Source: an optimization exercise on an open RTL-to-GDS flow (aim: small area, a short achievable clock period and few clock cycles). Production flows keep margins and buffers that such runs may drop. At most, simulation tests tie the RTL to the original design; equivalence was not proved. For runs 5 and 6, only the layout was checked, not whether the RTL still works. No activity file was given, so power comes from the tool's default toggle rates.

==> flow/design.v <==
module DIV(
  input         clock,
  input         reset,
  output        io_in_ready,
  input         io_in_valid,
  input         io_in_bits_ctrl_flow_divw,
  input         io_in_bits_ctrl_flow_div_signed,
  input         io_in_bits_ctrl_flow_flush,
  input  [31:0] io_in_bits_ctrl_data_src1,
  input  [31:0] io_in_bits_ctrl_data_src2,
  input         io_out_ready,
  output        io_out_valid,
  output [31:0] io_out_bits_result_quotient,
  output [31:0] io_out_bits_result_remainder
);
  reg [63:0] dividend;  
  reg [31:0] divisor;  
  reg [31:0] S;  
  reg [1:0] state;  
  wire  _T = state == 2'h1;  
  reg [4:0] count;  
  wire  wrap_wrap = count == 5'h1f;  
  wire [4:0] _wrap_value_T_1 = count + 5'h1;  
  wire  s = _T & wrap_wrap;  
  wire [32:0] _res_div_T_1 = {1'h0,divisor};  
  wire [32:0] res_div = dividend[63:31] - _res_div_T_1;  
  wire [1:0] _GEN_2 = state == 2'h0 ? 2'h1 : state;  
  wire [31:0] _dividend_T_4 = 32'h0 - io_in_bits_ctrl_data_src1;  
  wire [31:0] _dividend_T_5 = io_in_bits_ctrl_flow_div_signed & io_in_bits_ctrl_data_src1[31] ? _dividend_T_4 :
    io_in_bits_ctrl_data_src1;  
  wire [63:0] _dividend_T_6 = {32'h0,_dividend_T_5};  
  wire [31:0] _divisor_T_3 = 32'h0 - io_in_bits_ctrl_data_src2;  
  wire  _S_T_1 = ~res_div[32];  
  wire [31:0] _S_T_3 = {S[31:1],1'h1};  
  wire [31:0] _S_T_5 = {S[31:1],1'h0};  
  wire [31:0] _S_T_6 = ~res_div[32] ? _S_T_3 : _S_T_5;  
  wire [32:0] _S_T_7 = {_S_T_6, 1'h0};  
  wire [32:0] _GEN_6 = count != 5'h1f ? _S_T_7 : {{1'd0}, _S_T_6};  
  wire [63:0] _dividend_T_14 = {res_div,dividend[30:0]};  
  wire [63:0] _dividend_T_15 = _S_T_1 ? _dividend_T_14 : dividend;  
  wire [64:0] _dividend_T_16 = {_dividend_T_15, 1'h0};  
  wire [32:0] _GEN_7 = 2'h1 == state ? _GEN_6 : {{1'd0}, S};  
  wire [64:0] _GEN_8 = 2'h1 == state ? _dividend_T_16 : {{1'd0}, dividend};  
  wire [64:0] _GEN_9 = 2'h0 == state ? {{1'd0}, _dividend_T_6} : _GEN_8;  
  wire [32:0] _GEN_11 = 2'h0 == state ? {{1'd0}, S} : _GEN_7;  
  wire [31:0] negative_s = 32'h0 - S;  
  wire [31:0] negative_r = 32'h0 - dividend[63:32];  
  wire [31:0] _T_13 = S[31] ? negative_s : S;  
  wire [31:0] _T_16 = dividend[63] ? negative_r : dividend[63:32];  
  wire [31:0] _T_18 = S[31] ? S : negative_s;  
  wire [31:0] _T_26 = dividend[63] ? dividend[63:32] : negative_r;  
  wire [1:0] _s_o_T_2 = {io_in_bits_ctrl_data_src1[31],io_in_bits_ctrl_data_src2[31]};  
  wire  _s_o_T_3 = 2'h0 == _s_o_T_2;  
  wire  _s_o_T_4 = 2'h1 == _s_o_T_2;  
  wire  _s_o_T_5 = 2'h2 == _s_o_T_2;  
  wire  _s_o_T_6 = 2'h3 == _s_o_T_2;  
  wire [31:0] _s_o_T_7 = _s_o_T_3 ? _T_13 : 32'h0;  
  wire [31:0] _s_o_T_8 = _s_o_T_4 ? _T_18 : 32'h0;  
  wire [31:0] _s_o_T_9 = _s_o_T_5 ? _T_18 : 32'h0;  
  wire [31:0] _s_o_T_10 = _s_o_T_6 ? _T_13 : 32'h0;  
  wire [31:0] _s_o_T_11 = _s_o_T_7 | _s_o_T_8;  
  wire [31:0] _s_o_T_12 = _s_o_T_11 | _s_o_T_9;  
  wire [31:0] s_o = _s_o_T_12 | _s_o_T_10;  
  wire [31:0] _r_o_T_7 = _s_o_T_3 ? _T_16 : 32'h0;  
  wire [31:0] _r_o_T_8 = _s_o_T_4 ? _T_16 : 32'h0;  
  wire [31:0] _r_o_T_9 = _s_o_T_5 ? _T_26 : 32'h0;  
  wire [31:0] _r_o_T_10 = _s_o_T_6 ? _T_26 : 32'h0;  
  wire [31:0] _r_o_T_11 = _r_o_T_7 | _r_o_T_8;  
  wire [31:0] _r_o_T_12 = _r_o_T_11 | _r_o_T_9;  
  wire [31:0] r_o = _r_o_T_12 | _r_o_T_10;  
  wire [64:0] _GEN_12 = reset ? 65'h0 : _GEN_9;  
  wire [32:0] _GEN_13 = reset ? 33'h0 : _GEN_11;  
  assign io_in_ready = 1'h1;  
  assign io_out_valid = state == 2'h2;  
  assign io_out_bits_result_quotient = io_in_bits_ctrl_flow_div_signed ? s_o : S;  
  assign io_out_bits_result_remainder = io_in_bits_ctrl_flow_div_signed ? r_o : dividend[63:32];  
  always @(posedge clock) begin
    dividend <= _GEN_12[63:0];  
    if (reset) begin  
      divisor <= 32'h0;  
    end else if (2'h0 == state) begin  
      if (io_in_bits_ctrl_flow_div_signed & io_in_bits_ctrl_data_src2[31]) begin  
        divisor <= _divisor_T_3;
      end else begin
        divisor <= io_in_bits_ctrl_data_src2;
      end
    end
    S <= _GEN_13[31:0];  
    if (reset) begin  
      state <= 2'h0;  
    end else if (io_in_valid & ~io_in_bits_ctrl_flow_flush) begin  
      if (state == 2'h2) begin  
        state <= 2'h0;  
      end else if (_T & s) begin  
        state <= 2'h2;  
      end else begin
        state <= _GEN_2;
      end
    end else begin
      state <= 2'h0;  
    end
    if (reset) begin  
      count <= 5'h0;  
    end else if (_T & io_in_valid & ~io_in_bits_ctrl_flow_flush) begin  
      count <= _wrap_value_T_1;  
    end else begin
      count <= 5'h0;  
    end
  end
endmodule
==> flow/run.sh <==
#!/bin/bash
# synth_recipe.tcl (not shown) runs the flow's synth.tcl, then flattens the netlist and writes it again
# the make line also repeats each setting of config.mk as NAME=value (left out here)
make -C /OpenROAD-flow-scripts/flow DESIGN_CONFIG=/design/flow/config.mk WORK_HOME=/design/flow/orfs CLKGATE_MAP_FILE= SYNTH_SCRIPT=/design/flow/synth_recipe.tcl finish
==> flow/config.mk <==
export PLATFORM = sky130hd
export DESIGN_NAME = DIV
export DESIGN_NICKNAME = DIV
export VERILOG_FILES = /design/flow/design.v
export SDC_FILE = /design/flow/constraint.sdc
export NUM_CORES = 4
export LEC_CHECK = 0
export CAP_MARGIN = 20
export CORE_MARGIN = 2
export CORE_UTILIZATION = 40
export PLACE_DENSITY = 0.6
export SLEW_MARGIN = 20
==> flow/constraint.sdc <==
create_clock -name core_clock -period 8.0 [get_ports {clock}]
set_input_delay 1.6000 -clock core_clock [delete_from_list [all_inputs] [get_ports {clock}]]
set_output_delay 1.6000 -clock core_clock [all_outputs]
set_load 0.01 [all_outputs]
==> results of run 1 <==
==> tightest hold or removal path, cell delays in order, from the launching register on <==
cell	delay, ps
dfxtp_1	310
nand2_1	50
a21oi_1	50
==> sequential cells by signal (all words and copies together), names as in the netlist <==
signal,cells
S,32
dividend,64
count,5
divisor,32
state,2
==> cells in the mapped netlist, drive strengths merged (18+ instances only) <==
cell type    n
xor2        65
nor3        40
dfxtp      135
mux2i       38
clkbuf      62
a211oi      25
ha          38
o21ai       98
xnor2       72
a21o        18
nor2       143
a21oi      170
nand2      144
inv         57
nand3       27
==> layer usage <==
layer | track usage (%) | wire [µm] | vias up | share of wire, %
met5 | 0 | 26 | - | 0.099
met4 | 4.10 | 239 | 4 | 0.91
met3 | 5.40 | 1580 | 24 | 6.0
met2 | 31.7 | 11700 | 184 | 45
met1 | 29.1 | 12700 | 4284 | 48
li1 | - | - | 4832 | -
==> metrics by stage <==
stage          worst slack [ps]  total power [mW]  util, %
4_1_cts                    2120              1.90     49.2
6_report                   2170              1.88     49.2
5_1_grt                    1940              1.98     49.2
3_5_place_dp               2120              1.05     46.5
2_1_floorplan              3610             0.948        -
3_3_place_gp               2160              1.05     46.5
==> placed cells by master (no fill, tap or decap), types with 15 or more instances in the layout <==
| master | synthesis | layout |
|---|---|---|
| a21o_1 | 18 | 18 |
| a211oi_1 | 25 | 25 |
| a21oi_1 | 169 | 169 |
| clkdlybuf4s50_1 | 0 | 132 |
| nand3_1 | 27 | 27 |
| ha_1 | 38 | 38 |
| o21ai_0 | 90 | 90 |
| xnor2_1 | 71 | 71 |
| o31ai_1 | 15 | 15 |
| nand2_1 | 144 | 144 |
| nor2_1 | 143 | 140 |
| xor2_1 | 64 | 64 |
| inv_1 | 57 | 57 |
| nor3_1 | 39 | 39 |
| nor4_1 | 15 | 15 |
| dfxtp_1 | 135 | 133 |
| clkbuf_16 | 0 | 17 |
| mux2i_1 | 38 | 38 |
==> logic make-up (layout without fill, tap and decap cells) <==
family                   after synthesis  after routing  share of synthesized area [%]
AO/OA/AOI/OAI                        384            384                           23.3
AND/OR/NAND/NOR                      456            456                           21.6
multiplexers                          40             40                           4.13
XOR/XNOR                             137            137                           12.6
flip-flops                           135            135                           27.7
buffers and inverters                135            228                           5.66
adder cells (fa/ha/maj)               39             39                           5.08
other                                  1              1                         0.0384
==> where the power goes <==
group | switching, mW | internal [mW]
combinational | 0.182 | 0.138
clock | 0.311 | 0.533
sequential | 0.0177 | 0.701
==> area by class of cell <==
cell class,count,area share [%]
Tap cell,324,3.42
Sequential cell,135,22.8
Inverter,57,1.80
Timing Repair Buffer,139,11.6
Clock inverter,14,1.68
Clock buffer,18,3.70
Multi-Input combinational cell,1057,55.0
==> final timing paths <==
path,start,end,slack (ps),depth (start not counted)
hold / removal,divisor[31]$_SDFFE_PP0P_,divisor[31]$_SDFFE_PP0P_,450,2
setup / recovery,io_in_bits_ctrl_data_src1[31],io_out_bits_result_quotient[4],2170,7
setup reg to reg,dividend[32]$_SDFFE_PP0P_,dividend[54]$_SDFFE_PP0P_,4500,12
hold reg to reg,divisor[31]$_SDFFE_PP0P_,divisor[31]$_SDFFE_PP0P_,450,2
==> run summary, run 1 <==
- All-layer global routing usage: between 20% and 30%
- Post-Syn Instances: between 1k and 1.5k
- Multi-input logic area: about 0.0065 mm²
- Register area: roughly 0.0027 mm²
- I/O Pins: 137
- Mapped cell area: about 0.0098 mm²
- Cts repair resizes: 0
- Slew Viols, Final: 0
- Seq/Total Area, Yosys: 27.7%
- VDD IR max: 0.135 mV
- Relative slew margins: between 30% and 40%
- Clock Sink Count: ~140
- RD Place Congestion: about 0.92
- Post-synth top area share: 27.7%
- Mapped Nets: 1,437
- Asr flop ratio synth: 0%
- PwrDens: between 150 and 200 mW/mm²
- RSZ-0062 raised after global routing: false
- Vias per cell: between 5 and 6
- Full die area: between 0.02 and 0.03 mm²
- Max cap viols: 0
- CP top delay family: buffers and inverters
- Top post-synthesis cells by area: dfxtp_1 (28%), a21oi_1 (8.7%), xnor2_1 (6.4%), xor2_1 (5.7%), nand2_1 (5.5%)
- Final period util: approximately 73%
- CTS Root Cell: clkbuf_16
- Ys Warns: 1
- CTS tree: built
- Share of layout cells above drive strength 1: under 10%
- Tightest Pin Transition: 1020 ps
- Count of cell types in the netlist: 66
- Placed cells: 1,712
- DRC viols: 0
- Setup CP Type: input pin to output port
- Critical path peak fanout: 17
- DRT Wirelength: 26.3 mm
- Finished Cell Area: roughly 0.012 mm²
- First-pass GRT wire length: 43.3 mm
- Worst hold margin: between 400 and 500 ps
- Critical path arrival: ~4200 ps
- Synthesized flop and latch total: between 100 and 150
- Slowest CP cell: clkdlybuf4s50_1
- Pleak: ~4.6 nW
- Post-layout nets: 1,517
- Max clock buf depth: 2
- Post-route ant nets: 0
- Crit start category: input pin
- Fill cell count: approximately 2.4k
- HP Class: flop to flop
- Worst Skew: about 7.3 ps
- Die X: around 160 µm
- Post-CTS Hold Buffers: 0
- Post-synth EDFFs: 0
- Setup bufs post-CTS: 0
- Period minus WS final: slightly below 6000 ps
- Clock Latency Late Sink: roughly 420 ps
- Post-route setup TNS: 0 ps
- Cell Area, Placed: ~0.011 mm²
- Vias: between 9k and 10k
- I/O Buffers: around 130
- Syn-to-layout area delta: 21.6%
- WP buf/inv: 2
- Status: no timing/DRC/antenna violations
- Most frequent CP cell: xor2_1
- Number of H-tree levels: 4
- Final Hold Fails: 0
- CTS Buf Count: 17
- Core ar.: 0.0241 mm²
- Initial antenna violation count: 4
- Worst Path Required: approximately 6400 ps
- Fmax: around 170 MHz
- Final Non-Filler Cells: ~1.7k
- Num rows: 57
- CTS clock-pin slew for the worst setup and hold paths: around 60 ps
- Remaining Overflow, GRT: 0
- CP Capture Type: output port
- Post-DP HPWL: ~19 mm
- Syn_area_per_cell: approximately 7.4 µm²
- Ys flop type: dfxtp_1
- Largest net degree at the start of global routing: 92
- Vias in the first global route: approximately 8.5k
- Antenna diodes: 0
- CP cell instances: clkdlybuf4s50_1 > xor2_1 > xor2_1 > nand2_1 > a21oi_1 > xor2_1 > clkdlybuf4s50_1
- Initial Util: slightly above 40%
- Slowest stage delay, CP: about 720 ps
- Final setup vio count: 0
- Largest area contributor in the netlist: dfxtp_1
- Die H: ~160 µm
- DRT iter0 DRCs: around 550
- Avg WL per Cell: between 15 and 20 µm
- Drt pass-1 iters: 5
Testbench counts, summed over its fixed seeds: cycles 54,400.
==> run 2, diff against run 1 <==
==> flow/design.v (replaced) <==
module DIV(
  input         clock,
  input         reset,
  output        io_in_ready,
  input         io_in_valid,
  input         io_in_bits_ctrl_flow_divw,
  input         io_in_bits_ctrl_flow_div_signed,
  input         io_in_bits_ctrl_flow_flush,
  input  [31:0] io_in_bits_ctrl_data_src1,
  input  [31:0] io_in_bits_ctrl_data_src2,
  input         io_out_ready,
  output        io_out_valid,
  output [31:0] io_out_bits_result_quotient,
  output [31:0] io_out_bits_result_remainder
);
  localparam [1:0] S_LOAD = 2'd0, S_ALIGN = 2'd1, S_ITER = 2'd2, S_DONE = 2'd3;
  function [1:0] lz2(input [1:0] v);
    lz2 = {~v[1] & ~v[0], ~v[1]};
  endfunction
  function [2:0] lz4(input [3:0] v);
    reg [1:0] h, l;
    begin
      h = lz2(v[3:2]); l = lz2(v[1:0]);
      lz4 = {h[1] & l[1], h[1], h[1] ? l[0] : h[0]};
    end
  endfunction
  function [3:0] lz8(input [7:0] v);
    reg [2:0] h, l;
    begin
      h = lz4(v[7:4]); l = lz4(v[3:0]);
      lz8 = {h[2] & l[2], h[2], h[2] ? l[1:0] : h[1:0]};
    end
  endfunction
  function [4:0] lz16(input [15:0] v);
    reg [3:0] h, l;
    begin
      h = lz8(v[15:8]); l = lz8(v[7:0]);
      lz16 = {h[3] & l[3], h[3], h[3] ? l[2:0] : h[2:0]};
    end
  endfunction
  function [5:0] lzc32(input [31:0] v);
    reg [4:0] h, l;
    begin
      h = lz16(v[31:16]); l = lz16(v[15:0]);
      lzc32 = (h[4] & l[4]) ? 6'd32 : {1'b0, h[4], h[4] ? l[3:0] : h[3:0]};
    end
  endfunction
  wire [31:0] a  = io_in_bits_ctrl_data_src1;
  wire [31:0] b  = io_in_bits_ctrl_data_src2;
  wire        sg = io_in_bits_ctrl_flow_div_signed;
  wire        go = io_in_valid & ~io_in_bits_ctrl_flow_flush;
  reg  [1:0]  state;
  reg  [32:0] X;       
  reg  [32:0] E;       
  reg  [31:0] Q;       
  reg  [4:0]  cnt;     
  reg         neg_a;   
  reg         neg_q;   
  wire        sa  = sg & a[31];
  wire        sb  = sg & b[31];
  wire        nq  = sa ^ sb;
  wire [31:0] ap  = a ^ {32{sa}};    
  wire [31:0] bp  = b ^ {32{sb}};    
  wire        dz  = (b == 32'd0);
  wire [6:0]  sfull = {1'b0, lzc32(bp)} - {1'b0, lzc32(ap)} + {6'd0, sa};
  wire        short = sfull[6];                
  wire [4:0]  s   = (sfull[5] | sfull[4:0] == 5'd31) ? 5'd31 : sfull[4:0];
  wire [31:0] qdz = (sg & ~a[31]) ? 32'd1 : 32'hffffffff;
  wire        cin  = ~neg_q;
  wire [32:0] T    = X + E + {32'd0, cin};
  wire        tz   = ((X ^ E) == {(X[31:0] | E[31:0]), cin});
  wire        acc  = neg_a ? (T[32] | tz) : ~T[32];
  wire [32:0] Esh  = (E << cnt) | ({33{~neg_q}} & ~({33{1'b1}} << cnt));
  always @(posedge clock) begin
    if (reset) begin
      state <= S_LOAD;
    end else if (!go) begin
      state <= S_LOAD;
    end else begin
      case (state)
        S_LOAD:  state <= (dz | short) ? S_DONE : S_ALIGN;
        S_ALIGN: state <= (neg_q & ~acc) ? S_DONE : S_ITER;
        S_ITER:  state <= (cnt == 5'd0) ? S_DONE : S_ITER;
        default: state <= S_LOAD;
      endcase
    end
  end
  always @(posedge clock) begin
    case (state)
      S_LOAD: begin
        X     <= {sa, a};
        E     <= {b[31] & sg, b} ^ {33{~nq}};
        Q     <= dz ? qdz : 32'd0;
        cnt   <= s;
        neg_a <= sa;
        neg_q <= nq;
      end
      S_ALIGN: begin
        if (neg_q & acc) X <= T;
        Q <= {32{neg_q & acc}};
        E <= Esh;
      end
      S_ITER: begin
        if (acc) X <= T;
        Q   <= {Q[30:0], acc ^ neg_q};
        E   <= {E[32], E[32:1]};
        cnt <= cnt - 5'd1;
      end
      default: ;
    endcase
  end
  assign io_in_ready = 1'b1;
  assign io_out_valid = (state == S_DONE);
  assign io_out_bits_result_quotient = Q;
  assign io_out_bits_result_remainder = X[31:0];
endmodule
--- a/flow/config.mk
+++ b/flow/config.mk
@@ -6,7 +6,9 @@
 export NUM_CORES = 4
 export LEC_CHECK = 0
+export ABC_CLOCK_PERIOD_IN_PS = 2000
 export CAP_MARGIN = 20
 export CORE_MARGIN = 2
 export CORE_UTILIZATION = 40
 export PLACE_DENSITY = 0.6
+export SETUP_SLACK_MARGIN = 5
 export SLEW_MARGIN = 20
==> run 2 against run 1 <==
Effect of this change:
- still clean on timing, DRC and antenna
- power increased by 87%
- sequential share of layout area down 1.8 points
- area after synthesis increased by 19%
- die area rose by 19%
- clock skew rose by 5.3 ps
- global-route usage is 4.8 points higher
- critical path depth increased by 11
- clock power shrank 42%
- final cell count increased by 9.7%
- synthesized cell count is 3.4% higher
- sequential power grew 16%
- critical endpoint is now state[1]$_SDFF_PP0_
- largest power group is now combinational logic
==> run summary, run 2 <==
- Status: no timing/DRC/antenna violations (unchanged)
- Die H: 174 µm (was 160 µm)
- I/O Buffers: 133 (unchanged)
- Post-synth top area share: 27.1% (was 27.7%)
- RSZ-0062 raised after global routing: true (was false)
- Count of cell types in the netlist: 81 (was 66)
- Num rows: 62 (was 57)
- Critical path launch point: io_in_bits_ctrl_data_src2[2] (was io_in_bits_ctrl_data_src1[31])
- Fill cell count: 2,644 (was 2,405)
- Largest net degree at the start of global routing: 65 (was 92)
- Max cap viols: 0 (unchanged)
- Die X: 174 µm (was 160 µm)
- CTS tree: built (unchanged)
- Tightest Pin Transition: 872 ps (was 1020 ps)
- Crit start category: input pin (unchanged)
- Ys flop type: edfxtp_1 (was dfxtp_1)
- Post-route ant nets: 0 (unchanged)
- Drt pass-1 iters: 5 (unchanged)
- Most frequent cells after synthesis: nand2_1 (145), edfxtp_1 (105), inv_1 (100) (was a21oi_1 (169), nand2_1 (144), nor2_1 (143))
- Reg-to-reg setup timing slack: 4020 ps (was 4500 ps)
- RR Endpoint: X[2]$_DFFE_PP_ (was dividend[54]$_SDFFE_PP0P_)
- Syn_area_per_cell: 8.47 µm² (was 7.35 µm²)
- RD Place Congestion: 0.897 (was 0.923)
- First-pass GRT wire length: 60.0 mm (was 43.3 mm)
- Worst r2r path cells: 18 (was 12)
- Critical R2R Launch: neg_q$_DFFE_PP_ (was dividend[32]$_SDFFE_PP0P_)
- Pwr Total: 3.52 mW (was 1.88 mW)
- Post-DP HPWL: 27.5 mm (was 19.4 mm)
- Fmax: 216 MHz (was 171 MHz)
- Worst Skew: 12.6 ps (was 7.31 ps)
- CP Capture Type: flop (was output port)
- Post-Syn Instances: 1,372 (was 1,327)
- All-layer global routing usage: 25.4% (was 20.6%)
- Post-layout nets: 1,685 (was 1,517)
- DRT iter0 DRCs: 1,031 (was 545)
- I/O Pins: 137 (unchanged)
- Mapped Nets: 1,532 (was 1,437)
- Synthesized flop and latch total: 107 (was 135)
- Pleak: 6.66 nW (was 4.61 nW)
- Number of H-tree levels: 3 (was 4)
- Avg WL per Cell: 20.9 µm (was 15.1 µm)
- Final setup vio count: 0 (unchanged)
- HP Class: flop to flop (unchanged)
- WHS Path Cells: 1 (was 2)
- CTS Buf Count: 9 (was 17)
- Top post-synthesis cells by area: edfxtp_1 (27%), ha_1 (9.3%), nand2_1 (4.7%), a21oi_1 (4.0%), mux4_2 (3.7%) (was dfxtp_1 (28%), a21oi_1 (8.7%), xnor2_1 (6.4%), xor2_1 (5.7%), nand2_1 (5.5%))
- Seq/Total Area, Yosys: 27.5% (was 27.7%)
- Commonest non-fill, non-tap cells in the layout: nand2_1 (140), buf_4 (108), edfxtp_1 (105) (was a21oi_1 (169), nand2_1 (144), nor2_1 (140))
- Vias per cell: 5.79 (was 5.35)
- Most common cell after layout, fill and taps aside: nand2_1 (was a21oi_1)
- Critical path arrival: 4940 ps (was 4230 ps)
- Syn-to-layout area delta: 30.4% (was 21.6%)
- CP endpoint: state[1]$_SDFF_PP0_ (was io_out_bits_result_quotient[4])
- Asr flop ratio synth: 0% (unchanged)
- Top flop regs: E (33), X (33), Q (32) (was dividend (64), S (32), divisor (32))
- Critical path peak fanout: 5 (was 17)
- Core ar.: 0.0286 mm² (was 0.0241 mm²)
- Period minus WS final: 4630 ps (was 5830 ps)
- CTS Root Cell: clkbuf_16 (unchanged)
- Register area: 0.00320 mm² (was 0.00271 mm²)
- Initial Util: 40.6% (was 40.5%)
- Max clock buf depth: 2 (unchanged)
- Relative slew margins: 41.8% (was 32.1%)
- Final Hold Fails: 0 (unchanged)
- Largest area contributor in the netlist: edfxtp_1 (was dfxtp_1)
- Post-synth EDFFs: 105 (was 0)
- Share of layout cells above drive strength 1: 23.7% (was 4.37%)
- Vias: 11.1k (was 9,328)
- Final period util: 57.9% (was 72.9%)
- Post-route setup TNS: 0 ps (unchanged)
- Antenna diodes: 0 (unchanged)
- DRC viols: 0 (unchanged)
- Ys Warns: 1 (unchanged)
- Count leader, synth: nand2_1 (was a21oi_1)
- Vias in the first global route: 10.2k (was 8,474)
- VDD IR max: 0.126 mV (was 0.135 mV)
- Mapped cell area: 0.0116 mm² (was 0.00976 mm²)
- Setup CP Type: input pin to flop (was input pin to output port)
- DRT Wirelength: 40.0 mm (was 26.3 mm)
- Remaining Overflow, GRT: 0 (unchanged)
- PwrDens: 232 mW/mm² (was 159 mW/mm²)
- Multi-input logic area: 0.00825 mm² (was 0.00653 mm²)
- Clock Latency Late Sink: 370 ps (was 420 ps)
- CTS clock-pin slew for the worst setup and hold paths: 90 ps (was 60 ps)
- Worst Path Required: 8310 ps (was 6400 ps)
- Slew Viols, Final: 0 (unchanged)
- Post-CTS Hold Buffers: 0 (unchanged)
- Full die area: 0.0304 mm² (was 0.0257 mm²)
- Clock Sink Count: 107 (was 135)
- Initial antenna violation count: 0 (was 4)
[run 2: changes by cell type after synthesis, sizes merged, moves of 26 or more]
cell,delta
a21o,+38
a21oi,-76
buf,+59
dfxtp,-133
edfxtp,+105
ha,+48
inv,+43
nor2,-47
o21ai,-26
[run 2: power breakdown]
part	leakage [nW]	switching, mW	internal [mW]
sequential	1.18	0.109	0.727
clock	0.152	0.265	0.228
combinational	5.33	1.24	0.951
total	6.66	1.62	1.91
[run 2: critical path, stage by stage]
cell and delay, ps:
buf_2 140, or4_4 570, o22ai_4 180, nand4_1 180
and3_4 250, a32oi_4 240, ha_4 180, inv_2 40
ha_4 160, fa_2 390, a21oi_2 180, nor2_1 70
nor2_2 130, o21bai_1 70, a21oi_1 160, xor2_1 190
o21ai_1 80, a21oi_1 140
[run 2: kinds of logic after synthesis]
kind of cell | synth area share, %
AOI/OAI and AO/OA | 23.1
muxes | 8.16
adders and majority gates | 9.77
and+or+nand+nor | 15.6
other | 0.0323
buffers and inverters | 8.80
xor gates and xnor gates | 7.01
DFF | 27.5
[run 2: timing repair]
action                     4_1_cts  5_1_grt
setup endpoints to repair      125      117
pin swaps                       79       52
buffers inserted                56       54
resized for setup              237      112
cloned                           6        0
[run 2: final cells by class]
type | count | area share (%)
inverters | 103 | 2.75
well taps | 384 | 3.17
repair inverters | 1 | 0.0578
multi-input cells | 1038 | 54.4
repair buffers | 265 | 16.5
clock inverters | 7 | 0.553
clock buffers | 9 | 1.49
flip-flops and latches | 107 | 21.1
[run 2: how the worst min path moves through the flow]
stage,from,end
6_report,Q[25]$_DFFE_PP_,Q[26]$_DFFE_PP_
5_1_grt,Q[24]$_DFFE_PP_,Q[25]$_DFFE_PP_
4_1_cts,Q[28]$_DFFE_PP_,Q[29]$_DFFE_PP_
3_5_place_dp,Q[25]$_DFFE_PP_,Q[26]$_DFFE_PP_
3_3_place_gp,Q[25]$_DFFE_PP_,Q[26]$_DFFE_PP_
2_1_floorplan,Q[9]$_DFFE_PP_,Q[10]$_DFFE_PP_
[run 2: metal layers]
metal	track usage, %	vias to the layer above	part of all wire [%]	wire, µm
met5	0	-	0	0
met4	9.94	0	3.2	1290
met3	4.22	60	5.6	2240
met2	40.8	392	47	19000
met1	34.0	5395	44	17500
li1	-	5235	-	-
[run 2: stage by stage]
step	hold WS, ps	util [%]	cells	worst slack, ps	instance area, µm²
detailed placement	539	45.9	1781	1560	13100
global route	580	53.0	1914	3220	15200
floorplan	593	-	1372	3400	11900
CTS	557	50.2	1859	3380	14400
finish	553	53.0	1914	3370	15200
global placement	531	45.9	1781	1610	13100
Testbench counts of run 2, summed over its fixed seeds: cycles 16,851.
==> run 3, diff against run 2 <==
--- a/flow/config.mk
+++ b/flow/config.mk
@@ -6,9 +6,9 @@
 export NUM_CORES = 4
 export LEC_CHECK = 0
-export ABC_CLOCK_PERIOD_IN_PS = 2000
+export ABC_CLOCK_PERIOD_IN_PS = 3000
 export CAP_MARGIN = 20
 export CORE_MARGIN = 2
 export CORE_UTILIZATION = 40
 export PLACE_DENSITY = 0.6
-export SETUP_SLACK_MARGIN = 5
+export SETUP_SLACK_MARGIN = 4.5
 export SLEW_MARGIN = 20
==> run 3 against run 2 <==
Effect of this change:
- highest routed layer unchanged
- final cell count fell by 2.8%
- clock-buffer cell count stayed put
- largest power group unchanged
- sequential share of layout area is 0.97 points higher
- setup slack worse by 21 ps
- area after synthesis is the same
- via count fell by 2.1%
- register-to-register slack improved by 100 ps
- critical path depth did not move
- power decreased by 4.8%
==> run summary, run 3 <==
- Status: no timing/DRC/antenna violations (unchanged)
- Commonest non-fill, non-tap cells in the layout: nand2_1 (141), edfxtp_1 (105), inv_1 (89) (was nand2_1 (140), buf_4 (108), edfxtp_1 (105))
- Vias in the first global route: 10.2k (about the same)
- DRT Wirelength: 38.5 mm (was 40.0 mm)
- Share of layout cells above drive strength 1: 18.8% (was 23.7%)
- CTS clock-pin slew for the worst setup and hold paths: 90 ps (about the same)
- Critical R2R Launch: neg_q$_DFFE_PP_ (unchanged)
- Critical path peak fanout: 3 (was 5)
- Vias: 10.8k (was 11.1k)
- RSZ-0062 raised after global routing: true (unchanged)
- Die H: 174 µm (unchanged)
- Post-route ant nets: 0 (unchanged)
- Syn-to-layout area delta: 24.6% (was 30.4%)
- Drt pass-1 iters: 5 (unchanged)
- CTS Buf Count: 9 (unchanged)
- Number of H-tree levels: 3 (unchanged)
- DRT iter0 DRCs: 1,160 (was 1,031)
- Clock Sink Count: 107 (unchanged)
- Mapped Nets: 1,532 (unchanged)
- Ys flop type: edfxtp_1 (unchanged)
- Largest net degree at the start of global routing: 56 (was 65)
- Multi-input logic area: 0.00804 mm² (was 0.00825 mm²)
- Period minus WS final: 4650 ps (was 4630 ps)
- Finished Cell Area: 0.0145 mm² (was 0.0152 mm²)
- Max cap viols: 0 (unchanged)
- Asr flop ratio synth: 0% (unchanged)
- I/O Buffers: 133 (unchanged)
- Die X: 174 µm (unchanged)
- Fmax: 215 MHz (was 216 MHz)
- CP Capture Type: flop (unchanged)
- Syn_area_per_cell: 8.47 µm² (unchanged)
- All-layer global routing usage: 24.6% (was 25.4%)
- Num rows: 62 (unchanged)
- Register area: 0.00319 mm² (was 0.00320 mm²)
- Pleak: 6.30 nW (was 6.66 nW)
- Vias per cell: 5.83 (was 5.79)
- Final Hold Fails: 0 (unchanged)
- Final period util: 58.2% (was 57.9%)
- Clock Latency Late Sink: 380 ps (was 370 ps)
- Count of cell types in the netlist: 81 (unchanged)
- Setup CP Type: input pin to flop (unchanged)
- Final setup vio count: 0 (unchanged)
- Post-route setup TNS: 0 ps (unchanged)
- Relative slew margins: 28.8% (was 41.8%)
- Most frequent cells after synthesis: nand2_1 (145), edfxtp_1 (105), inv_1 (100) (unchanged)
- Seq/Total Area, Yosys: 27.5% (unchanged)
- VDD IR max: 0.132 mV (was 0.126 mV)
- Critical path arrival: 4740 ps (was 4940 ps)
- Tightest Pin Transition: 1070 ps (was 872 ps)
- HP Class: flop to flop (unchanged)
- RD Place Congestion: 0.931 (was 0.897)
- Max clock buf depth: 2 (unchanged)
- Worst Path Required: 8090 ps (was 8310 ps)
- Worst Skew: 16.4 ps (was 12.6 ps)
- I/O Pins: 137 (unchanged)
- Antenna diodes: 0 (unchanged)
- Post-Syn Instances: 1,372 (unchanged)
- Remaining Overflow, GRT: 0 (unchanged)
- Post-layout nets: 1,632 (was 1,685)
- Top post-synthesis cells by area: edfxtp_1 (27%), ha_1 (9.3%), nand2_1 (4.7%), a21oi_1 (4.0%), mux4_2 (3.7%) (unchanged)
- Mapped cell area: 0.0116 mm² (unchanged)
- Post-synth EDFFs: 105 (unchanged)
- Placed cells: 1,780 (was 1,781)
- Full die area: 0.0304 mm² (unchanged)
- Fill cell count: 2,749 (was 2,644)
- Post-synth top area share: 27.1% (unchanged)
- Worst hold path startpoint: Q[10]$_DFFE_PP_ (was Q[25]$_DFFE_PP_)
- CTS tree: built (unchanged)
- Post-DP HPWL: 27.2 mm (was 27.5 mm)
- Post-CTS Hold Buffers: 0 (unchanged)
- CTS Root Cell: clkbuf_16 (unchanged)
- Core ar.: 0.0286 mm² (unchanged)
- Avg WL per Cell: 20.7 µm (was 20.9 µm)
- Most common cell after layout, fill and taps aside: nand2_1 (unchanged)
- Initial Util: 40.6% (unchanged)
- Critical path launch point: io_in_bits_ctrl_data_src2[0] (was io_in_bits_ctrl_data_src2[2])
- Slew Viols, Final: 0 (unchanged)
- Count leader, synth: nand2_1 (unchanged)
- Largest area contributor in the netlist: edfxtp_1 (unchanged)
- Ys Warns: 1 (unchanged)
- DRC viols: 0 (unchanged)
- Synthesized flop and latch total: 107 (unchanged)
- Cell Area, Placed: 0.0131 mm² (about the same)
- Initial antenna violation count: 0 (unchanged)
- Final Non-Filler Cells: 1,861 (was 1,914)
- First-pass GRT wire length: 58.4 mm (was 60.0 mm)
- Top flop regs: E (33), X (33), Q (32) (unchanged)
- Crit start category: input pin (unchanged)
- PwrDens: 231 mW/mm² (was 232 mW/mm²)
-- run 3: cell types whose count changed in the layout (fill, tap and decap cells not counted), sizes merged, moves of 2 or more --
| cell | before | now |
|---|---|---|
| buf | 149 | 93 |
| clkdlybuf4s50 | 58 | 69 |
| clkinv | 3 | 5 |
| clkinvlp | 2 | 0 |
| dlygate4sd2 | 36 | 29 |
| dlymetal6s2s | 14 | 10 |
-- run 3: per-stage QoR --
step	utilization, %	hold slack [ps]	setup slack, ps	power (mW)
2_1_floorplan	-	593	3400	2.19
3_3_place_gp	45.8	526	1590	2.68
3_5_place_dp	45.8	536	1470	2.69
4_1_cts	49.7	554	3380	3.27
5_1_grt	50.6	577	3280	3.55
6_report	50.6	548	3350	3.35
-- run 3: kinds of logic (layout without fill, tap and decap cells) --
logic type      after synthesis  in the layout  synth area share [%]
buf+inv                     227            331                  8.80
flops                       107            107                  27.5
fa+ha+maj                    89             89                  9.77
simple gates                397            398                  15.6
mux                          68             68                  8.16
other cells                   1              1                0.0323
compound gates              390            390                  23.1
xor+xnor                     93             93                  7.01
-- run 3: cell type report --
class / instances / area share [%]
clock buffer: 9 / 1.55
tap: 384 / 3.32
inverter: 103 / 2.80
sequential: 107 / 22.0
multi-input combinational: 1039 / 55.5
timing repair inverter: 1 / 0.0605
clock inverter: 7 / 0.561
timing repair buffer: 211 / 14.1
-- run 3: path summary, 6_finish.rpt --
path | end | slack (ps) | cells after the start
min | Q[11]$_DFFE_PP_ | 550 | 1
max reg2reg | X[5]$_DFFE_PP_ | 4120 | 18
max | cnt[3]$_DFFE_PP_ | 3350 | 18
min reg2reg | Q[11]$_DFFE_PP_ | 550 | 1
-- run 3: metal layers --
metal  GRT usage [%]  wire length (µm)
met5               0                 0
met4            7.95              1250
met2            39.9             17800
met1            32.8             17000
met3            4.86              2380
-- run 3: report_power, final --
| part | total (mW) | switching, mW | internal, mW | leakage [nW] |
|---|---|---|---|---|
| Clock | 0.494 | 0.267 | 0.227 | 0.150 |
| Sequential | 0.848 | 0.121 | 0.727 | 1.18 |
| Combinational | 2.01 | 1.16 | 0.853 | 4.97 |
-- run 3: timing repair --
| action | in CTS | in global routing |
|---|---|---|
| resized for setup | 214 | 55 |
| pin swaps | 63 | 35 |
| setup endpoints to repair | 83 | 73 |
| cloned | 6 | 1 |
| buffers inserted | 49 | 9 |
-- run 3: worst max-delay path: stages --
cell and delay [ps]:
buf_2 130, or4_4 570, o22ai_4 200, nand4_1 170, and3_4 230, a32oi_4 290
ha_4 180, inv_2 40, ha_4 250, a21o_1 120, a21oi_2 60, buf_4 130
buf_4 120, buf_4 120, buf_4 130, xnor2_1 120, nor3_1 200, a21oi_1 60
==> run 4, diff against run 3 <==
--- a/flow/config.mk
+++ b/flow/config.mk
@@ -6,9 +6,7 @@
 export NUM_CORES = 4
 export LEC_CHECK = 0
-export ABC_CLOCK_PERIOD_IN_PS = 3000
 export CAP_MARGIN = 20
 export CORE_MARGIN = 2
 export CORE_UTILIZATION = 40
 export PLACE_DENSITY = 0.6
-export SETUP_SLACK_MARGIN = 4.5
 export SLEW_MARGIN = 20
==> run 4 against run 3 <==
Effect of this change:
- sequential share of layout area increased by 2.0 points
- clock skew down 1.3 ps
- setup slack got worse by 1900 ps
- worst hold slack worse by 9.6 ps
- final cell count fell by 3.4%
- via count decreased by 3.8%
- combinational power is 8% lower
- first-iteration DRC count fell by 1.8%
- register-to-register slack worse by 770 ps
- critical endpoint is now cnt[1]$_DFFE_PP_
- highest routed layer unchanged
==> run summary, run 4 <==
- Final period util: 82.0% (was 58.2%)
- Post-DP HPWL: 27.0 mm (was 27.2 mm)
- Setup CP Type: input pin to flop (unchanged)
- DRT Wirelength: 35.9 mm (was 38.5 mm)
- Status: no timing/DRC/antenna violations (unchanged)
- Die H: 174 µm (unchanged)
- Drt pass-1 iters: 6 (was 5)
- Syn_area_per_cell: 8.47 µm² (unchanged)
- Antenna diodes: 0 (unchanged)
- VDD IR max: 0.116 mV (was 0.132 mV)
- Clock Sink Count: 107 (unchanged)
- Fmax: 152 MHz (was 215 MHz)
- Finished Cell Area: 0.0133 mm² (was 0.0145 mm²)
- I/O Buffers: 133 (unchanged)
- Simple-gate share of the synthesized area: 15.6% (unchanged)
- Mapped cell area: 0.0116 mm² (unchanged)
- Vias: 10.4k (was 10.8k)
- CP endpoint: cnt[1]$_DFFE_PP_ (was cnt[3]$_DFFE_PP_)
- Slew Viols, Final: 0 (unchanged)
- Full die area: 0.0304 mm² (unchanged)
- Post-CTS Hold Buffers: 0 (unchanged)
- Ys Warns: 1 (unchanged)
- Top flop regs: E (33), X (33), Q (32) (unchanged)
- Largest area contributor in the netlist: edfxtp_1 (unchanged)
- Final setup vio count: 0 (unchanged)
- Share of layout cells above drive strength 1: 6.93% (was 18.8%)
- Post-synth EDFFs: 105 (unchanged)
- Count leader, synth: nand2_1 (unchanged)
- DRT iter0 DRCs: 1,139 (was 1,160)
- CP Capture Type: flop (unchanged)
- Worst r2r path cells: 16 (was 18)
- Critical R2R Launch: neg_q$_DFFE_PP_ (unchanged)
- Pleak: 5.66 nW (was 6.30 nW)
- Seq/Total Area, Yosys: 27.5% (unchanged)
- Max clock buf depth: 2 (unchanged)
- Initial Util: 40.6% (unchanged)
- Syn-to-layout area delta: 14.1% (was 24.6%)
- Clock Latency Late Sink: 380 ps (about the same)
- Core ar.: 0.0286 mm² (unchanged)
- Post-layout nets: 1,569 (was 1,632)
- Most common cell after layout, fill and taps aside: nand2_1 (unchanged)
- Adder-Cell Fraction of Synth Area: 9.77% (unchanged)
- Worst Path Required: 8090 ps (about the same)
- Asr flop ratio synth: 0% (unchanged)
- Period minus WS final: 6560 ps (was 4650 ps)
- Count of cell types in the netlist: 81 (unchanged)
- Largest net degree at the start of global routing: 56 (unchanged)
- Vias in the first global route: 9,746 (was 10.2k)
- Post-Syn Instances: 1,372 (unchanged)
- First-pass GRT wire length: 55.2 mm (was 58.4 mm)
- RSZ-0062 raised after global routing: false (was true)
- Mux contribution to synthesized area: 8.16% (unchanged)
- Synthesized flop and latch total: 107 (unchanged)
- Num rows: 62 (unchanged)
- Die X: 174 µm (unchanged)
- RR Endpoint: X[3]$_DFFE_PP_ (was X[5]$_DFFE_PP_)
- Number of H-tree levels: 3 (unchanged)
- Final Hold Fails: 0 (unchanged)
- Tightest Pin Transition: 1100 ps (was 1070 ps)
- PwrDens: 240 mW/mm² (was 231 mW/mm²)
- Setup bufs post-CTS: 0 (was 49)
- Reg-to-reg setup timing slack: 3350 ps (was 4120 ps)
- Cts repair resizes: 0 (was 214)
- Worst Skew: 15.2 ps (was 16.4 ps)
- Avg WL per Cell: 20.0 µm (was 20.7 µm)
- CTS Buf Count: 9 (unchanged)
- Final core utilization: 46.3% (was 50.6%)
- DRC viols: 0 (unchanged)
- Critical path launch point: io_in_bits_ctrl_data_src1[31] (was io_in_bits_ctrl_data_src2[0])
- All-layer global routing usage: 23.0% (was 24.6%)
- Ys flop type: edfxtp_1 (unchanged)
- Top post-synthesis cells by area: edfxtp_1 (27%), ha_1 (9.3%), nand2_1 (4.7%), a21oi_1 (4.0%), mux4_2 (3.7%) (unchanged)
- Max cap viols: 0 (unchanged)
- Relative slew margins: 26.6% (was 28.8%)
- Vias per cell: 5.80 (was 5.83)
- Mapped Nets: 1,532 (unchanged)
- Post-route setup TNS: 0 ps (unchanged)
- CTS Root Cell: clkbuf_16 (unchanged)
- Crit start category: input pin (unchanged)
- Initial antenna violation count: 0 (unchanged)
- Critical path peak fanout: 18 (was 3)
- Commonest non-fill, non-tap cells in the layout: nand2_1 (145), clkdlybuf4s50_1 (133), edfxtp_1 (105) (was nand2_1 (141), edfxtp_1 (105), inv_1 (89))
- CTS clock-pin slew for the worst setup and hold paths: 90 ps (about the same)
- Main combinational cell family by area after synthesis: compound AO/OA/AOI/OAI gates (unchanged)
- I/O Pins: 137 (unchanged)
- Remaining Overflow, GRT: 0 (unchanged)
- CTS tree: built (unchanged)
- Cell Area, Placed: 0.0129 mm² (was 0.0131 mm²)
- HP Class: flop to flop (unchanged)
- Critical path arrival: 6650 ps (was 4740 ps)
- XOR/XNOR Fraction of Synth Area: 7.01% (unchanged)
- Post-synth top area share: 27.1% (unchanged)
- RD Place Congestion: 0.944 (was 0.931)
- Compound-cell area share of the yosys netlist: 23.1% (unchanged)
- Most frequent cells after synthesis: nand2_1 (145), edfxtp_1 (105), inv_1 (100) (unchanged)
- Post-route ant nets: 0 (unchanged)
-- run 4: area by class of cell --
cell class	instances	area, µm²
sequential	107	3190
inverter	103	387
multi-input combinational	1038	7430
clock inverter	7	88.8
clock buffer	9	225
fill	2823	15400
timing repair buffer	150	1460
tap	384	480
-- run 4: kinds of logic (layout without fill, tap and decap cells) --
| logic type | Yosys count | count (layout) |
|---|---|---|
| other | 1 | 1 |
| buffers and inverters | 227 | 269 |
| AOI/OAI and AO/OA | 390 | 390 |
| xor gates and xnor gates | 93 | 93 |
| DFF | 107 | 107 |
| and+or+nand+nor | 397 | 397 |
| adders and majority gates | 89 | 89 |
| muxes | 68 | 68 |
-- run 4: metrics by stage --
stage	worst slack, ps	total power, mW	hold slack [ps]	instances
4_1_cts	1490	3.17	549	1798
3_3_place_gp	1280	2.66	527	1781
6_report	1440	3.18	538	1798
5_1_grt	1170	3.39	582	1798
3_5_place_dp	1120	2.67	536	1782
2_1_floorplan	2960	2.18	593	1372
-- run 4: worst min-delay path by stage --
stage,startpoint,endpoint,cells past startpoint
4_1_cts,Q[28]$_DFFE_PP_,Q[29]$_DFFE_PP_,1
3_5_place_dp,Q[13]$_DFFE_PP_,Q[14]$_DFFE_PP_,1
5_1_grt,Q[25]$_DFFE_PP_,Q[26]$_DFFE_PP_,1
6_report,Q[28]$_DFFE_PP_,Q[29]$_DFFE_PP_,1
2_1_floorplan,Q[9]$_DFFE_PP_,Q[10]$_DFFE_PP_,1
3_3_place_gp,Q[2]$_DFFE_PP_,Q[3]$_DFFE_PP_,1
-- run 4: where the power goes --
part           leakage (nW)  switching [mW]  total, mW  internal [mW]
sequential             1.18           0.120      0.846          0.727
combinational          4.33            1.08       1.85          0.766
clock                 0.153           0.262      0.490          0.228
-- run 4: worst max-delay path, stage by stage --
cell and delay [ps]:
clkdlybuf4s50_1 780, nand2_2 260, inv_1 520, nor2_1 130, a2bb2oi_1 350, a21oi_1 80, buf_4 170, a21oi_1 170
a2bb2oi_1 270, o221ai_1 160, a21o_1 260, ha_1 360, ha_1 300, a21o_1 150, a21oi_1 230, o21bai_1 100
a21oi_1 180, xnor2_1 120, or2_2 300, nor2_1 100, a21oi_1 50
-- run 4: layer usage --
metal,up-vias,part of all wire [%],global-route usage [%],wire (µm)
li1,5001,-,-,-
met1,5022,45,31.7,16200
met2,372,47,37.6,16800
met3,39,5.4,2.71,1960
met4,0,2.6,7.07,944
met5,-,0,0,0
==> run 5, diff against run 4 <==
--- a/flow/design.v
+++ b/flow/design.v
@@ -63,6 +63,9 @@
   wire [31:0] bp  = b ^ {32{sb}};    
   wire        dz  = (b == 32'd0);
-  wire [6:0]  sfull = {1'b0, lzc32(bp)} - {1'b0, lzc32(ap)} + {6'd0, sa};
-  wire        short = sfull[6];                
+  wire [5:0]  lza = lzc32(ap);
+  wire [5:0]  lzb = lzc32(bp);
+  wire        short = sa ? (lza > lzb + 6'd1) : (lza > lzb);    
+  reg  [5:0]  la, lb;
+  wire [6:0]  sfull = {1'b0, lb} - {1'b0, la} + {6'd0, neg_a};
   wire [4:0]  s   = (sfull[5] | sfull[4:0] == 5'd31) ? 5'd31 : sfull[4:0];
   wire [31:0] qdz = (sg & ~a[31]) ? 32'd1 : 32'hffffffff;
@@ -71,5 +74,5 @@
   wire        tz   = ((X ^ E) == {(X[31:0] | E[31:0]), cin});
   wire        acc  = neg_a ? (T[32] | tz) : ~T[32];
-  wire [32:0] Esh  = (E << cnt) | ({33{~neg_q}} & ~({33{1'b1}} << cnt));
+  wire [32:0] Esh  = (E << s) | ({33{~neg_q}} & ~({33{1'b1}} << s));
   always @(posedge clock) begin
     if (reset) begin
@@ -92,5 +95,6 @@
         E     <= {b[31] & sg, b} ^ {33{~nq}};
         Q     <= dz ? qdz : 32'd0;
-        cnt   <= s;
+        la    <= lza;
+        lb    <= lzb;
         neg_a <= sa;
         neg_q <= nq;
@@ -100,4 +104,5 @@
         Q <= {32{neg_q & acc}};
         E <= Esh;
+        cnt <= s;
       end
       S_ITER: begin
--- a/flow/config.mk
+++ b/flow/config.mk
@@ -6,7 +6,9 @@
 export NUM_CORES = 4
 export LEC_CHECK = 0
+export ABC_CLOCK_PERIOD_IN_PS = 3000
 export CAP_MARGIN = 20
 export CORE_MARGIN = 2
 export CORE_UTILIZATION = 40
 export PLACE_DENSITY = 0.6
+export SETUP_SLACK_MARGIN = 4.5
 export SLEW_MARGIN = 20
==> run 5 against run 4 <==
Effect of this change:
- highest routed layer unchanged
- non-clock buffer count rose by 186
- global-route usage is 9.1 points higher
- still clean
- clock skew shrank 2.6 ps
- worst hold slack improved by 75 ps
- die area up 11%
==> run summary, run 5 <==
- Status: no timing/DRC/antenna violations (unchanged)
- Full die area: 0.0339 mm² (was 0.0304 mm²)
- Final period util: 56.3% (was 82.0%)
- Mux contribution to synthesized area: 4.44% (was 8.16%)
- Most common cell after layout, fill and taps aside: buf_4 (was nand2_1)
- Clock Latency Late Sink: 450 ps (was 380 ps)
- Pwr Total: 6.08 mW (was 3.18 mW)
- Antenna diodes: 0 (unchanged)
- Post-Syn Instances: 1,595 (was 1,372)
- Die X: 184 µm (was 174 µm)
- Mapped cell area: 0.0130 mm² (was 0.0116 mm²)
- CTS Root Cell: clkbuf_16 (unchanged)
- Core ar.: 0.0317 mm² (was 0.0286 mm²)
- Post-CTS Hold Buffers: 0 (unchanged)
- Period minus WS final: 4500 ps (was 6560 ps)
- Avg WL per Cell: 25.8 µm (was 20.0 µm)
- DRC viols: 0 (unchanged)
- DRT Wirelength: 57.9 mm (was 35.9 mm)
- Ys Warns: 1 (unchanged)
- Worst Path Required: 8310 ps (was 8090 ps)
- Vias: 14.7k (was 10.4k)
- Post-DP HPWL: 36.4 mm (was 27.0 mm)
- Critical path arrival: 4810 ps (was 6650 ps)
- Post-synth top area share: 27.1% (about the same)
- Clock Sink Count: 119 (was 107)
- DRT iter0 DRCs: 2,002 (was 1,139)
- VDD IR max: 0.273 mV (was 0.116 mV)
- Worst Skew: 12.6 ps (was 15.2 ps)
- Final Hold Fails: 0 (unchanged)
- Count leader, synth: a21oi_1 (was nand2_1)
- Multi-input logic area: 0.0103 mm² (was 0.00743 mm²)
- Fill cell count: 2,693 (was 2,823)
- CTS Buf Count: 17 (was 9)
- CP Capture Type: flop (unchanged)
- Tightest Pin Transition: 1030 ps (was 1100 ps)
- Vias in the first global route: 13.4k (was 9,746)
- RD Place Congestion: 0.981 (was 0.944)
- Register area: 0.00355 mm² (was 0.00319 mm²)
- Drt pass-1 iters: 10 (was 6)
- Crit start category: input pin (unchanged)
- Post-route ant nets: 0 (unchanged)
- Synthesized flop and latch total: 119 (was 107)
- Most frequent cells after synthesis: a21oi_1 (166), nand2_1 (118), edfxtp_1 (117) (was nand2_1 (145), edfxtp_1 (105), inv_1 (100))
- Remaining Overflow, GRT: 0 (unchanged)
- Initial Util: 40.9% (was 40.6%)
- Asr flop ratio synth: 0% (unchanged)
- Post-synth EDFFs: 117 (was 105)
- Adder-Cell Fraction of Synth Area: 9.53% (was 9.77%)
- All-layer global routing usage: 32.1% (was 23.0%)
- Fmax: 222 MHz (was 152 MHz)
- CTS tree: built (unchanged)
- Syn_area_per_cell: 8.13 µm² (was 8.47 µm²)
- Vias per cell: 6.56 (was 5.80)
- Final setup vio count: 0 (unchanged)
- CTS clock-pin slew for the worst setup and hold paths: 60 ps (was 90 ps)
- Die H: 184 µm (was 174 µm)
- Post-layout nets: 1,997 (was 1,569)
- Simple-gate share of the synthesized area: 17.2% (was 15.6%)
- Largest area contributor in the netlist: edfxtp_1 (unchanged)
- Commonest non-fill, non-tap cells in the layout: buf_4 (139), edfxtp_1 (117), a21oi_1 (110) (was nand2_1 (145), clkdlybuf4s50_1 (133), edfxtp_1 (105))
- First-pass GRT wire length: 81.9 mm (was 55.2 mm)
- Top flop regs: E (33), X (33), Q (32) (unchanged)
- I/O Pins: 137 (unchanged)
- Reg-to-reg setup timing slack: 3780 ps (was 3350 ps)
- Num rows: 65 (was 62)
- Max cap viols: 0 (unchanged)
- Post-route setup TNS: 0 ps (unchanged)
- Slew Viols, Final: 0 (unchanged)
- Number of H-tree levels: 4 (was 3)
- Relative slew margins: 31.2% (was 26.6%)
- Compound-cell area share of the yosys netlist: 26.5% (was 23.1%)
- XOR/XNOR Fraction of Synth Area: 6.64% (was 7.01%)
- RSZ-0062 raised after global routing: true (was false)
- Mapped Nets: 1,763 (was 1,532)
- Main combinational cell family by area after synthesis: compound AO/OA/AOI/OAI gates (unchanged)
- Count of cell types in the netlist: 94 (was 81)
- Seq/Total Area, Yosys: 27.4% (was 27.5%)
- Top post-synthesis cells by area: edfxtp_1 (27%), ha_1 (9.1%), a21oi_1 (6.4%), o21ai_0 (4.2%), nand2_1 (3.4%) (was edfxtp_1 (27%), ha_1 (9.3%), nand2_1 (4.7%), a21oi_1 (4.0%), mux4_2 (3.7%))
- Max clock buf depth: 2 (unchanged)
- Setup CP Type: input pin to flop (unchanged)
- HP Class: flop to flop (unchanged)
- Pleak: 7.38 nW (was 5.66 nW)
- Share of layout cells above drive strength 1: 32.4% (was 6.93%)
- Critical path peak fanout: 5 (was 18)
- Ys flop type: edfxtp_1 (unchanged)
- Initial antenna violation count: 0 (unchanged)
- I/O Buffers: 133 (unchanged)
- Largest net degree at the start of global routing: 58 (was 56)
- Syn-to-layout area delta: 45.0% (was 14.1%)
- PwrDens: 324 mW/mm² (was 240 mW/mm²)
run 5: cell count changes after synthesis, sizes merged, moves of 10 or more:
cell    change
buf        -15
nand2      -28
clkbuf     +20
a21oi      +73
mux4       -17
a21o       -38
nor3       +25
edfxtp     +12
nor2       +11
a22oi      +14
or3        +10
inv        +13
a221o      -11
o21ai      +45
run 5: cell families after synthesis:
logic type | Yosys count
AOI/OAI and AO/OA | 534
adders and majority gates | 97
muxes | 51
xor gates and xnor gates | 95
DFF | 119
buffers and inverters | 243
and+or+nand+nor | 455
other | 1
run 5: critical path, stage by stage:
cell      delay [ps]
buf_4            140
nor4_4           300
nand2_2          100
o21ai_4           90
nand2b_4          80
or4_4            550
a31o_4           260
ha_4             270
inv_4             30
ha_4             200
nor2b_4          120
o21a_1           160
o21a_1           160
o21ai_1          130
nand2b_1          80
a21oi_2          160
o22ai_2          120
o21ai_2          160
a21oi_1           70
run 5: path summary, 6_finish.rpt:
check | from | endpoint | cells after the start
worst max-delay path | io_in_bits_ctrl_data_src2[12] | state[1]$_SDFF_PP0_ | 19
worst min-delay path | cnt[0]$_DFFE_PN_ | cnt[0]$_DFFE_PN_ | 1
worst max register to register | E[8]$_DFFE_PP_ | X[16]$_DFFE_PP_ | 14
worst min register to register | cnt[0]$_DFFE_PN_ | cnt[0]$_DFFE_PN_ | 1
run 5: metal layers:
layer,track usage (%),wire length [µm]
met5,0,0
met4,16.2,3330
met3,6.81,6360
met2,47.5,24800
met1,44.0,23400
run 5: cell type report:
cell class                 count  share of cell area (%)
multi-input combinational   1241                    55.1
clock inverter                15                    1.15
sequential                   119                    18.9
inverter                     114                    2.34
clock buffer                  17                    2.26
timing repair buffer         336                    17.6
tap                          402                    2.68
run 5: timing repair:
action / CTS / global route
gates cloned: 14 / 1
pin swaps: 83 / 100
resized for setup: 366 / 190
setup endpoints to repair: 115 / 112
setup buffers: 110 / 63
run 5: power by group:
part           switching (mW)  leakage (nW)  internal, mW
registers               0.170          1.31         0.812
logic                    2.42          5.76          1.81
clock network           0.348         0.313         0.530
run 5: stage by stage:
step	hold slack [ps]	utilization [%]	cell area [µm²]	instances	setup slack, ps
floorplan	528	-	13300	1595	3420
global placement	599	46.0	14600	2024	1660
detailed placement	612	46.0	14600	2024	1520
CTS	620	55.3	17600	2180	3490
global route	650	59.3	18800	2244	3350
finish	613	59.3	18800	2244	3500
==> run 6, diff against run 5 <==
--- a/flow/config.mk
+++ b/flow/config.mk
@@ -6,9 +6,9 @@
 export NUM_CORES = 4
 export LEC_CHECK = 0
-export ABC_CLOCK_PERIOD_IN_PS = 3000
+export ABC_CLOCK_PERIOD_IN_PS = 3500
 export CAP_MARGIN = 20
 export CORE_MARGIN = 2
 export CORE_UTILIZATION = 40
 export PLACE_DENSITY = 0.6
-export SETUP_SLACK_MARGIN = 4.5
+export SETUP_SLACK_MARGIN = 4.7
 export SLEW_MARGIN = 20
==> run 6 against run 5 <==
Effect of this change:
- still clean
- maximum frequency down 1.1%
- first-iteration DRC count is 17% higher
- clock skew down 1.8 ps
- combinational power increased by 12%
- die area is the same
- setup slack lost 50 ps
- via count rose by 5.2%
- critical path type unchanged
- largest cell class unchanged
- largest power group unchanged
==> run summary, run 6 <==
- Max cap viols: 0 (unchanged)
- Tightest Pin Transition: 1370 ps (was 1030 ps)
- Clock Sink Count: 119 (unchanged)
- DRC viols: 0 (unchanged)
- Num rows: 65 (unchanged)
- CP Capture Type: flop (unchanged)
- Largest net degree at the start of global routing: 65 (was 58)
- Commonest non-fill, non-tap cells in the layout: buf_4 (186), edfxtp_1 (117), inv_1 (102), a21oi_1 (102), nand2_1 (97) (was buf_4 (139), edfxtp_1 (117), a21oi_1 (110))
- Mapped Nets: 1,763 (unchanged)
- Setup CP Type: input pin to flop (unchanged)
- Ys Warns: 1 (unchanged)
- Avg WL per Cell: 26.9 µm (was 25.8 µm)
- CTS clock-pin slew for the worst setup and hold paths: 60 ps (about the same)
- Asr flop ratio synth: 0% (unchanged)
- Syn_area_per_cell: 8.13 µm² (unchanged)
- Post-DP HPWL: 35.7 mm (was 36.4 mm)
- Critical path peak fanout: 5 (unchanged)
- Post-route ant nets: 0 (unchanged)
- Crit start category: input pin (unchanged)
- DRT Wirelength: 62.1 mm (was 57.9 mm)
- Max clock buf depth: 2 (unchanged)
- Die H: 184 µm (unchanged)
- Top post-synthesis cells by area: edfxtp_1 (27%), ha_1 (9.1%), a21oi_1 (6.4%), o21ai_0 (4.2%), nand2_1 (3.4%) (unchanged)
- Post-layout nets: 2,063 (was 1,997)
- Share of layout cells above drive strength 1: 36.3% (was 32.4%)
- DRT iter0 DRCs: 2,344 (was 2,002)
- Fmax: 220 MHz (was 222 MHz)
- Status: no timing/DRC/antenna violations (unchanged)
- I/O Pins: 137 (unchanged)
- VDD IR max: 0.223 mV (was 0.273 mV)
- Most frequent cells after synthesis: a21oi_1 (166), nand2_1 (118), edfxtp_1 (117) (unchanged)
- Vias per cell: 6.70 (was 6.56)
- Period minus WS final: 4550 ps (was 4500 ps)
- Full die area: 0.0339 mm² (unchanged)
- Synthesized flop and latch total: 119 (unchanged)
- Largest area contributor in the netlist: edfxtp_1 (unchanged)
- Reg-to-reg setup timing slack: 3680 ps (was 3780 ps)
- I/O Buffers: 133 (unchanged)
- RSZ-0062 raised after global routing: true (unchanged)
- Post-synth top area share: 27.1% (unchanged)
- Top flop regs: E (33), X (33), Q (32) (unchanged)
- Pleak: 7.73 nW (was 7.38 nW)
- Remaining Overflow, GRT: 0 (unchanged)
- Drt pass-1 iters: 8 (was 10)
- Final setup vio count: 0 (unchanged)
- Slew Viols, Final: 0 (unchanged)
- RD Place Congestion: 0.959 (was 0.981)
- Clock Latency Late Sink: 450 ps (about the same)
- Worst Skew: 10.8 ps (was 12.6 ps)
- CTS Root Cell: clkbuf_16 (unchanged)
- Vias: 15.5k (was 14.7k)
- CTS tree: built (unchanged)
- Relative slew margins: 8.15% (was 31.2%)
- Final Hold Fails: 0 (unchanged)
- CTS Buf Count: 17 (unchanged)
- Seq/Total Area, Yosys: 27.4% (unchanged)
- PwrDens: 329 mW/mm² (was 324 mW/mm²)
- Number of H-tree levels: 4 (unchanged)
- Die X: 184 µm (unchanged)
- All-layer global routing usage: 33.3% (was 32.1%)
- Most common cell after layout, fill and taps aside: buf_4 (unchanged)
- Core ar.: 0.0317 mm² (unchanged)
- Ys flop type: edfxtp_1 (unchanged)
- HP Class: flop to flop (unchanged)
- Initial antenna violation count: 0 (unchanged)
- Post-Syn Instances: 1,595 (unchanged)
- First-pass GRT wire length: 84.9 mm (was 81.9 mm)
- Count of cell types in the netlist: 94 (unchanged)
- Count leader, synth: a21oi_1 (unchanged)
- Pwr Total: 6.44 mW (was 6.08 mW)
- Syn-to-layout area delta: 51.0% (was 45.0%)
- Final period util: 56.9% (was 56.3%)
- Post-route setup TNS: 0 ps (unchanged)
- Worst Path Required: 8310 ps (about the same)
- Vias in the first global route: 13.9k (was 13.4k)
- Critical path arrival: 4870 ps (was 4810 ps)
- Post-synth EDFFs: 117 (unchanged)
- Initial Util: 40.9% (unchanged)
- Mapped cell area: 0.0130 mm² (unchanged)
## run 6: cell count changes in the layout (fill, tap and decap cells not counted), sizes merged, moves of 2 or more
cell / before / now
buf: 217 / 281
bufinv: 4 / 1
clkdlybuf4s15: 7 / 12
clkdlybuf4s50: 87 / 83
clkinv: 4 / 10
clkinvlp: 1 / 3
inv: 120 / 116
## run 6: path summary, 6_finish.rpt
| check | from | end | cells past startpoint |
|---|---|---|---|
| worst max register to register | E[10]$_DFFE_PP_ | X[16]$_DFFE_PP_ | 17 |
| worst min-delay path | cnt[0]$_DFFE_PN_ | cnt[0]$_DFFE_PN_ | 1 |
| worst min register to register | cnt[0]$_DFFE_PN_ | cnt[0]$_DFFE_PN_ | 1 |
| worst max-delay path | io_in_bits_ctrl_flow_div_signed | state[1]$_SDFF_PP0_ | 22 |
## run 6: metal layers
layer	track usage [%]	vias up	share of wire, %
met4	17.8	0	7.0
li1	-	6503	-
met3	10.4	369	13
met2	48.8	1253	42
met1	43.5	7353	38
met5	0	-	0
## run 6: stage by stage
| stage | hold slack, ps | instances | setup WS, ps | utilization, % | area, µm² |
|---|---|---|---|---|---|
| 6_report | 616 | 2311 | 3450 | 61.7 | 19600 |
| 5_1_grt | 645 | 2310 | 3300 | 61.7 | 19600 |
| 4_1_cts | 611 | 2243 | 3520 | 58.2 | 18500 |
| 3_5_place_dp | 601 | 2022 | 1450 | 46.1 | 14600 |
| 3_3_place_gp | 580 | 2022 | 1530 | 46.1 | 14600 |
| 2_1_floorplan | 528 | 1595 | 3420 | - | 13300 |
## run 6: area by class of cell
| cell class | instances | area [µm²] |
|---|---|---|
| inverters | 114 | 448 |
| repair inverters | 1 | 8.76 |
| multi-input cells | 1241 | 10600 |
| diodes | 1 | 2.50 |
| clock buffers | 17 | 425 |
| flip-flops and latches | 119 | 3550 |
| fillers | 2539 | 12100 |
| clock inverters | 15 | 128 |
| well taps | 402 | 503 |
| repair buffers | 401 | 3900 |
## run 6: worst max-delay path, cell delays in order
cell,delay [ps]
buf_12,100
buf_8,110
and2_4,180
buf_12,120
mux2i_4,250
nor2_4,80
a211o_4,370
a211oi_4,240
a21oi_2,90
inv_2,100
ha_4,210
inv_4,60
ha_4,190
nor2b_4,110
o21a_1,160
o21a_1,160
o21ai_1,120
nand2b_1,90
a21oi_2,140
o22ai_2,120
o21ai_1,180
a21oi_1,80
## run 6: logic make-up after synthesis
kind of cell,share of synthesized area [%]
AO/OA/AOI/OAI,26.5
XOR/XNOR,6.64
adder cells (fa/ha/maj),9.53
buffers and inverters,8.28
flip-flops,27.4
multiplexers,4.44
other,0.0289
AND/OR/NAND/NOR,17.2
## run 6: repair_timing
item	in CTS	in global routing
setup buffers	173	66
resized for setup	478	158
hold buffers	0	0
pin swaps	140	109
endpoints found under the setup margin	121	116
cloned	16	1
## run 6: where the power goes
part / leakage (nW) / switching (mW) / internal [mW] / total (mW)
sequential: 1.31 / 0.167 / 0.812 / 0.979
combinational: 6.16 / 2.69 / 2.02 / 4.71
clock: 0.265 / 0.329 / 0.426 / 0.756

re-timing with driven ports:
The results above use ideal ports. As a check the final layouts listed here were re-extracted and re-timed, cells and wires unchanged.
Step 1 (the two cells are an assumption about what drives the block):
set clk [get_ports {clock}]
set_driving_cell -lib_cell sky130_fd_sc_hd__clkbuf_16 $clk
set_driving_cell -lib_cell sky130_fd_sc_hd__buf_2 [delete_from_list [all_inputs] $clk]
Step 2 adds t to the input delays and takes it off the output delays; t is the mean of the earliest and latest rising clock arrival at the registers after step 1. Input paths then give back, and output paths get back, about the clock's delay inside the block.
a / b / c = ideal / step 1 / step 2; a / b = the first two.
run | t (ns) | slack for setup (ns) | worst register clock-pin slew, ns | worst data-port slew with drivers (ns) | cell pins on the clock port's net
run 1 | 0.464 | 2.165 / 2.143 / 2.143 | 0.06 / 0.06 | 0.07 | 1
run 2 | 0.418 | 3.366 / 3.390 / 2.972 | 0.09 / 0.09 | 0.06 | 1
run 3 | 0.418 | 3.346 / 3.371 / 2.953 | 0.10 / 0.10 | 0.06 | 1
run 4 | 0.419 | 1.436 / 1.464 / 1.045 | 0.09 / 0.09 | 0.04 | 1
run 5 | 0.498 | 3.497 / 3.505 / 3.007 | 0.07 / 0.07 | 0.06 | 1
run 6 | 0.492 | 3.448 / 3.436 / 2.944 | 0.07 / 0.07 | 0.06 | 1
After both steps every run listed still meets setup and hold. The setup slack of run 6, which loses most, moves by -0.012 ns with the drivers and by -0.504 ns with both steps.
